Source: an optimization exercise on an open RTL-to-GDS flow (aim: small area, a short achievable clock period and few clock cycles). Production flows keep margins and buffers that such runs may drop.
RTL that was checked went through simulation tests only; none was proved equivalent to the original.
Function not checked in run 1: the RTL went through the layout flow alone.

==> flow/design.v, too long to show whole: its modules and the start of the top module <==
// module multiplier: 3052 lines
// module PP: 3 lines
// module FA: 4 lines
// module ENC: 4 lines
// module PGN: 4 lines
// module FX: 6 lines
// module X2: 3 lines
// module MAJ: 3 lines
// module HA: 4 lines
// module NODE: 3 lines
// module NODEP: 4 lines
// module NODEI: 3 lines
// module NODEIP: 4 lines
module multiplier ( input  wire clk, start, is_signed,
                    input  wire [31:0] a, b,
                    output reg  [63:0] s,
                    output reg  done
                   );
  // ...
==> flow/run.sh <==
#!/bin/bash
# synth_recipe.tcl (not shown) runs the flow's synth.tcl, then flattens the netlist and writes it again
# the make line also repeats each setting of config.mk as NAME=value (left out here)
make -C /OpenROAD-flow-scripts/flow DESIGN_CONFIG=/design/flow/config.mk WORK_HOME=/design/flow/orfs CLKGATE_MAP_FILE= SYNTH_SCRIPT=/design/flow/synth_recipe.tcl finish
==> flow/config.mk <==
export PLATFORM = sky130hd
export DESIGN_NAME = multiplier
export DESIGN_NICKNAME = multiplier
export VERILOG_FILES = /design/flow/design.v
export SDC_FILE = /design/flow/constraint.sdc
export NUM_CORES = 4
export LEC_CHECK = 0
export CAP_MARGIN = 20
export CORE_MARGIN = 2
export CORE_UTILIZATION = 40
export GPL_TIMING_DRIVEN = 0
export SLEW_MARGIN = 20
export SYNTH_HIERARCHICAL = 1
==> flow/constraint.sdc <==
create_clock -name core_clock -period 6.0 [get_ports {clk}]
set_input_delay 1.2000 -clock core_clock [delete_from_list [all_inputs] [get_ports {clk}]]
set_output_delay 1.2000 -clock core_clock [all_outputs]
set_load 0.01 [all_outputs]
==> impl_metrics.tcl, run 1 <==
set metrics [dict create \
    grt_max_degree 57 \
    crit_type "input pin to flip-flop" \
    use_met2 0.4886 \
    gr-total-overflow 0 \
    finalSetupTns_ns -9.694 \
    drtPass1Iterations 5 \
    critical_path_depth 23 \
    crit_chain "buf_4 -> a22oi_2 -> xnor2_1 -> xor2_1 -> xor2_1 -> maj3_2 -> xor2_1 -> xor2_1 -> xor2_1 -> xor2_1 -> xor2_1 -> xor2_1 -> ha_1 -> ha_4 -> inv_4 -> nor2_4 -> nand2_4 -> o21ai_4 -> a21oi_2 -> buf_4 -> o21ai_2 -> a21oi_2 -> xor2_2" \
    drt_iter0_drc 2770 \
    failed_checks "negative setup slack" \
    met3_usage 0.04588 \
    sh_seq_area 0.03959 \
    grt_setup_unrepaired "true" \
    layout_common_cells "xor2_1 (891), a22oi_2 (512), maj3_2 (479), buf_4 (459), xnor2_1 (404)" \
    die_width_um 296.4 \
    drive_above_1_share 0.5750 \
    start_kind "input pin" \
    dominant_cells "multi-input combinational cells" \
    setup_ws_ns -0.3880 \
    n_tap_cell 1144 \
    dpl_cell_area_um2 38570 \
    final_cells 5509 \
    wl_met1_um 55950 \
    final_util 0.5719 \
    hold_ws_ns 1.160 \
    slew_viol_final 0 \
    start_util 0.4029 \
    largest_reg_flops 64 \
    hold_depth 1 \
    ctsHoldBuffers 0 \
    seqCellArea_um2 1922 \
    period_needed_ns 6.388 \
    syn_inst 3636 \
    outcome "failed layout checks" \
    finalSetupViolCount 39 \
    h-tree-depth 3 \
    top_register "s" \
    crit_buf_inv 3 \
    globalplace.congestion 0.9442 \
]
==> module PGN, before the edit <==
module PGN (input wire x, y, output wire pn, gn);
  assign pn = ~(x ^ y);
  assign gn = ~(x & y);
endmodule
==> run 2: changes to the inputs <==
--- a/flow/design.v
+++ b/flow/design.v
@@ -1176,5 +1176,5 @@
   wire h1200, h1201;
-  HA u1202 (b[3], pp77, h1200, h1201);
+  HX u1202 (b[3], pp77, h1200, h1201);
   wire h1203, h1204;
-  HA u1205 (pp10, pp78, h1203, h1204);
+  HX u1205 (pp10, pp78, h1203, h1204);
   wire f1206, f1207;
@@ -1182,3 +1182,3 @@
   wire h1209, h1210;
-  HA u1211 (pp80, h1204, h1209, h1210);
+  HX u1211 (pp80, h1204, h1209, h1210);
   wire f1212, f1213;
@@ -1186,3 +1186,3 @@
   wire h1215, h1216;
-  HA u1217 (f1207, f1212, h1215, h1216);
+  HX u1217 (f1207, f1212, h1215, h1216);
   wire f1218, f1219;
@@ -1192,3 +1192,3 @@
   wire h1224, h1225;
-  HA u1226 (f1218, f1221, h1224, h1225);
+  HX u1226 (f1218, f1221, h1224, h1225);
   wire f1227, f1228;
@@ -1198,3 +1198,3 @@
   wire h1233, h1234;
-  HA u1235 (f1222, f1230, h1233, h1234);
+  HX u1235 (f1222, f1230, h1233, h1234);
   wire f1236, f1237;
@@ -1206,3 +1206,3 @@
   wire h1245, h1246;
-  HA u1247 (f1231, f1242, h1245, h1246);
+  HX u1247 (f1231, f1242, h1245, h1246);
   wire f1248, f1249;
@@ -1214,3 +1214,3 @@
   wire h1257, h1258;
-  HA u1259 (f1243, f1254, h1257, h1258);
+  HX u1259 (f1243, f1254, h1257, h1258);
   wire f1260, f1261;
@@ -1224,3 +1224,3 @@
   wire h1272, h1273;
-  HA u1274 (f1255, f1269, h1272, h1273);
+  HX u1274 (f1255, h1258, h1272, h1273);
   wire f1275, f1276;
@@ -1234,3 +1234,3 @@
   wire h1287, h1288;
-  HA u1289 (f1270, f1284, h1287, h1288);
+  HX u1289 (f1270, f1284, h1287, h1288);
   wire f1290, f1291;
@@ -1246,3 +1246,3 @@
   wire h1305, h1306;
-  HA u1307 (f1285, f1302, h1305, h1306);
+  HX u1307 (f1285, f1302, h1305, h1306);
   wire f1308, f1309;
@@ -1258,3 +1258,3 @@
   wire h1323, h1324;
-  HA u1325 (f1303, f1320, h1323, h1324);
+  HX u1325 (f1303, f1320, h1323, h1324);
   wire f1326, f1327;
@@ -1272,3 +1272,3 @@
   wire h1344, h1345;
-  HA u1346 (f1321, f1341, h1344, h1345);
+  HX u1346 (f1321, f1341, h1344, h1345);
   wire f1347, f1348;
@@ -1286,3 +1286,3 @@
   wire h1365, h1366;
-  HA u1367 (f1342, f1362, h1365, h1366);
+  HX u1367 (f1342, f1362, h1365, h1366);
   wire f1368, f1369;
@@ -1302,3 +1302,3 @@
   wire h1389, h1390;
-  HA u1391 (f1363, f1386, h1389, h1390);
+  HX u1391 (f1363, f1386, h1389, h1390);
   wire f1392, f1393;
@@ -1318,3 +1318,3 @@
   wire h1413, h1414;
-  HA u1415 (f1387, f1410, h1413, h1414);
+  HX u1415 (f1387, f1410, h1413, h1414);
   wire f1416, f1417;
@@ -1336,3 +1336,3 @@
   wire h1440, h1441;
-  HA u1442 (f1411, f1437, h1440, h1441);
+  HX u1442 (f1411, f1437, h1440, h1441);
   wire f1443, f1444;
@@ -1354,3 +1354,3 @@
   wire h1467, h1468;
-  HA u1469 (f1438, f1464, h1467, h1468);
+  HX u1469 (f1438, f1464, h1467, h1468);
   wire f1470, f1471;
@@ -1374,3 +1374,3 @@
   wire h1497, h1498;
-  HA u1499 (f1465, f1494, h1497, h1498);
+  HX u1499 (f1465, f1494, h1497, h1498);
   wire f1500, f1501;
@@ -1394,3 +1394,3 @@
   wire h1527, h1528;
-  HA u1529 (f1495, f1524, h1527, h1528);
+  HX u1529 (f1495, f1524, h1527, h1528);
   wire f1530, f1531;
@@ -1416,3 +1416,3 @@
   wire h1560, h1561;
-  HA u1562 (f1557, f1525, h1560, h1561);
+  HX u1562 (f1557, f1525, h1560, h1561);
   wire f1563, f1564;
@@ -1438,3 +1438,3 @@
   wire h1593, h1594;
-  HA u1595 (f1558, f1590, h1593, h1594);
+  HX u1595 (f1558, f1590, h1593, h1594);
   wire f1596, f1597;
@@ -1462,3 +1462,3 @@
   wire h1629, h1630;
-  HA u1631 (f1591, f1626, h1629, h1630);
+  HX u1631 (f1591, f1626, h1629, h1630);
   wire f1632, f1633;
@@ -1486,3 +1486,3 @@
   wire h1665, h1666;
-  HA u1667 (f1627, f1662, h1665, h1666);
+  HX u1667 (f1627, f1662, h1665, h1666);
   wire f1668, f1669;
@@ -1512,3 +1512,3 @@
   wire h1704, h1705;
-  HA u1706 (f1663, f1701, h1704, h1705);
+  HX u1706 (f1663, f1701, h1704, h1705);
   wire f1707, f1708;
@@ -1538,3 +1538,3 @@
   wire h1743, h1744;
-  HA u1745 (f1702, f1740, h1743, h1744);
+  HX u1745 (f1702, f1740, h1743, h1744);
   wire f1746, f1747;
@@ -1566,3 +1566,3 @@
   wire h1785, h1786;
-  HA u1787 (f1741, f1782, h1785, h1786);
+  HX u1787 (f1741, f1782, h1785, h1786);
   wire f1788, f1789;
@@ -1594,3 +1594,3 @@
   wire h1827, h1828;
-  HA u1829 (f1783, f1824, h1827, h1828);
+  HX u1829 (f1783, f1824, h1827, h1828);
   wire f1830, f1831;
@@ -1624,3 +1624,3 @@
   wire h1872, h1873;
-  HA u1874 (f1825, f1869, h1872, h1873);
+  HX u1874 (f1825, f1869, h1872, h1873);
   wire f1875, f1876;
@@ -1654,3 +1654,3 @@
   wire h1917, h1918;
-  HA u1919 (f1914, f1870, h1917, h1918);
+  HX u1919 (f1914, f1870, h1917, h1918);
   wire f1920, f1921;
@@ -2213,3 +2213,3 @@
   wire g2755, g2756;
-  PGN u2757 (h1258, h1272, g2755, g2756);
+  PGN u2757 (f1269, h1272, g2755, g2756);
   wire g2758, g2759;
@@ -3064,4 +3064,17 @@
 module PGN (input wire x, y, output wire pn, gn);
-  assign pn = ~(x ^ y);
-  assign gn = ~(x & y);
+  XN2 p (x, y, pn);
+  ND2 g (x, y, gn);
+endmodule
+module XN2 (input wire x, y, output wire s);
+  assign s = ~(x ^ y);
+endmodule
+module ND2 (input wire x, y, output wire s);
+  assign s = ~(x & y);
+endmodule
+module HX (input wire x, y, output wire s, c);
+  X2 u1 (x, y, s);
+  AN2 u2 (x, y, c);
+endmodule
+module AN2 (input wire x, y, output wire s);
+  assign s = x & y;
 endmodule
--- a/flow/config.mk
+++ b/flow/config.mk
@@ -11,2 +11,3 @@
 export GPL_TIMING_DRIVEN = 0
+export SETUP_SLACK_MARGIN = 0.7
 export SLEW_MARGIN = 20
==> impl_metrics.tcl, run 2 <==
set metrics [dict create \
    largest_reg_flops 64 \
    crit_buf_inv 8 \
    critPathTopFamily "XOR/XNOR gates" \
    floorplan.die_area_um2 86830 \
    die_h_um 294.7 \
    clock_sinks 64 \
    vias 33190 \
    drt-total-wl_um 145300 \
    setup_ws_ns -0.3026 \
    drive_above_1_share 0.6057 \
    grt_pass1_wl_um 203800 \
    viasPerCell 5.935 \
    cts_tree "yes" \
    grt_pass1_vias 32300 \
    max_freq_mhz 158.7 \
    syn_inst 3603 \
    ant_nets 0 \
    die_width_um 294.7 \
    crit_type "input pin to flip-flop" \
    port_buffers 130 \
    clk_pin_slew_ns 0.06 \
    hold_class "input pin to flip-flop" \
    num-fill-cells 6526 \
    track_usage 0.3097 \
    syn_avg_cell_area_um2 9.380 \
    largestRegisters "s (64)" \
    crit_path_max_incr_delay_ns 0.37 \
    ctsHoldBuffers 0 \
    outcome "failed layout checks" \
    slew_viol_final 0 \
    numCtsBuffers 9 \
    nets 4521 \
    start_kind "input pin" \
    hpwl_um 87390 \
    drc 0 \
    final_common_cell "xor2_1" \
    grt_max_degree 48 \
    dpl_worst_slack_ns -2.155 \
    syn_nets 3671 \
    antenna_found_initial 3 \
    finalSetupViolCount 35 \
    wl_per_cell_um 25.98 \
    hold_viol 0 \
    drt_iter0_drc 2655 \
    clockRootBuffer "clkbuf_16" \
    slew_headroom 0.4369 \
    layout_common_cells "xor2_1 (908), buf_4 (519), a22oi_2 (512), maj3_2 (478), xnor2_1 (417)" \
    rows 106 \
    fin_crit_sh 1.050 \
    globalplace.congestion 0.9569 \
    failed_checks "negative setup slack" \
    io_pins 132 \
    start_util 0.4039 \
    h-tree-depth 3 \
    cp_slowest_cell "maj3_2" \
    core_um2 83690 \
    end_kind "flip-flop" \
    cts.path.max_buffers 2 \
    grt_setup_unrepaired "true" \
    gr-total-overflow 0 \
    critPathMaxFanout 6 \
    worstMarginPinSlew_ns 0.8447 \
    drtPass1Iterations 5 \
    cp.required_ns 6.15 \
    ys_warn_count 7 \
    top_register "s" \
    cap_violations 0 \
    period_needed_ns 6.303 \
    worstPathArrival_ns 6.45 \
    syn-cell-area_um2 33800 \
    syn_to_final_growth_pct 49.87 \
    hold_ws_ns 1.241 \
]
==> run 2: final timing paths <==
check / start / end / slack, ns / cells past startpoint
min: start / s[61] / 1.24 / 1
max: b[9] / s[45] / -0.30 / 27
==> run 2: timing repair <==
| action | CTS | global route |
|---|---|---|
| setup endpoints to repair | 56 | 55 |
| gates cloned | 30 | 3 |
| endpoints found under the hold margin | 0 | 0 |
| gates resized for setup | 529 | 421 |
| setup buffers | 508 | 140 |
| pin swaps | 274 | 271 |
==> run 2: final cells by class <==
| class | count | area [um2] | share of cell area |
|---|---|---|---|
| antenna | 1 | 2.502 | 0.00004940 |
| buffer | 8 | 81.33 | 0.001606 |
| clock buffer | 9 | 225.2 | 0.004446 |
| clock inverter | 7 | 102.6 | 0.002026 |
| inverter | 33 | 123.9 | 0.002446 |
| multi-input combinational | 3498 | 37190 | 0.7343 |
| sequential | 64 | 1922 | 0.03794 |
| tap | 1134 | 1419 | 0.02801 |
| timing repair buffer | 839 | 9580 | 0.1891 |
==> run 2: stage by stage <==
stage | cells | util | instance area, um2 | setup TNS, ns
floorplan | 3603 | - | 34900 | 0
global placement | 4867 | 0.4495 | 37620 | -262.25
detailed placement | 4895 | 0.4578 | 38310 | -82.18
CTS | 5449 | 0.5615 | 46990 | 0
global route | 5592 | 0.6052 | 50650 | -10.88
finish | 5593 | 0.6052 | 50650 | -6.526
==> run 2: routing by layer <==
layer	share of wire	vias up	global-route usage
li1	-	14470	-
met1	0.39	16340	0.3877
met2	0.46	1754	0.5203
met3	0.081	624	0.04570
met4	0.063	4	0.1473
met5	0.00021	-	0
Testbench counts of run 2, summed over its fixed seeds: cycles 1,600.

==> re-timing with driven ports <==
In the flow no input, the clock included, has a driving cell. The finished layouts below were timed again as built, in two steps. Step 1: set_driving_cell puts a clkbuf_16 on clk and a buf_2 on each other input, an assumption about the parent block. Step 2 moves the port delays by t, midway between the first and last clock arrival at a register: inputs arrive t later, outputs are due t later. That takes back most of the time a late clock gives input paths. Slacks: ideal / step 1 / step 2; pairs: ideal / step 1.
run	shift t [ns]	slack for setup (ns)	worst hold slack (ns)	latest minus earliest clock arrival (ns)	pins driven straight from the clock port
run 1	0.403	-0.388 / -0.424 / -0.827	1.160 / 1.147 / 1.551	0.011 / 0.011	1
run 2	0.397	-0.303 / -0.374 / -0.770	1.241 / 1.214 / 1.611	0.007 / 0.007	1
For run 2, which loses most, drivers alone change the setup slack by -0.071 ns; drivers and shift together by -0.467 ns.
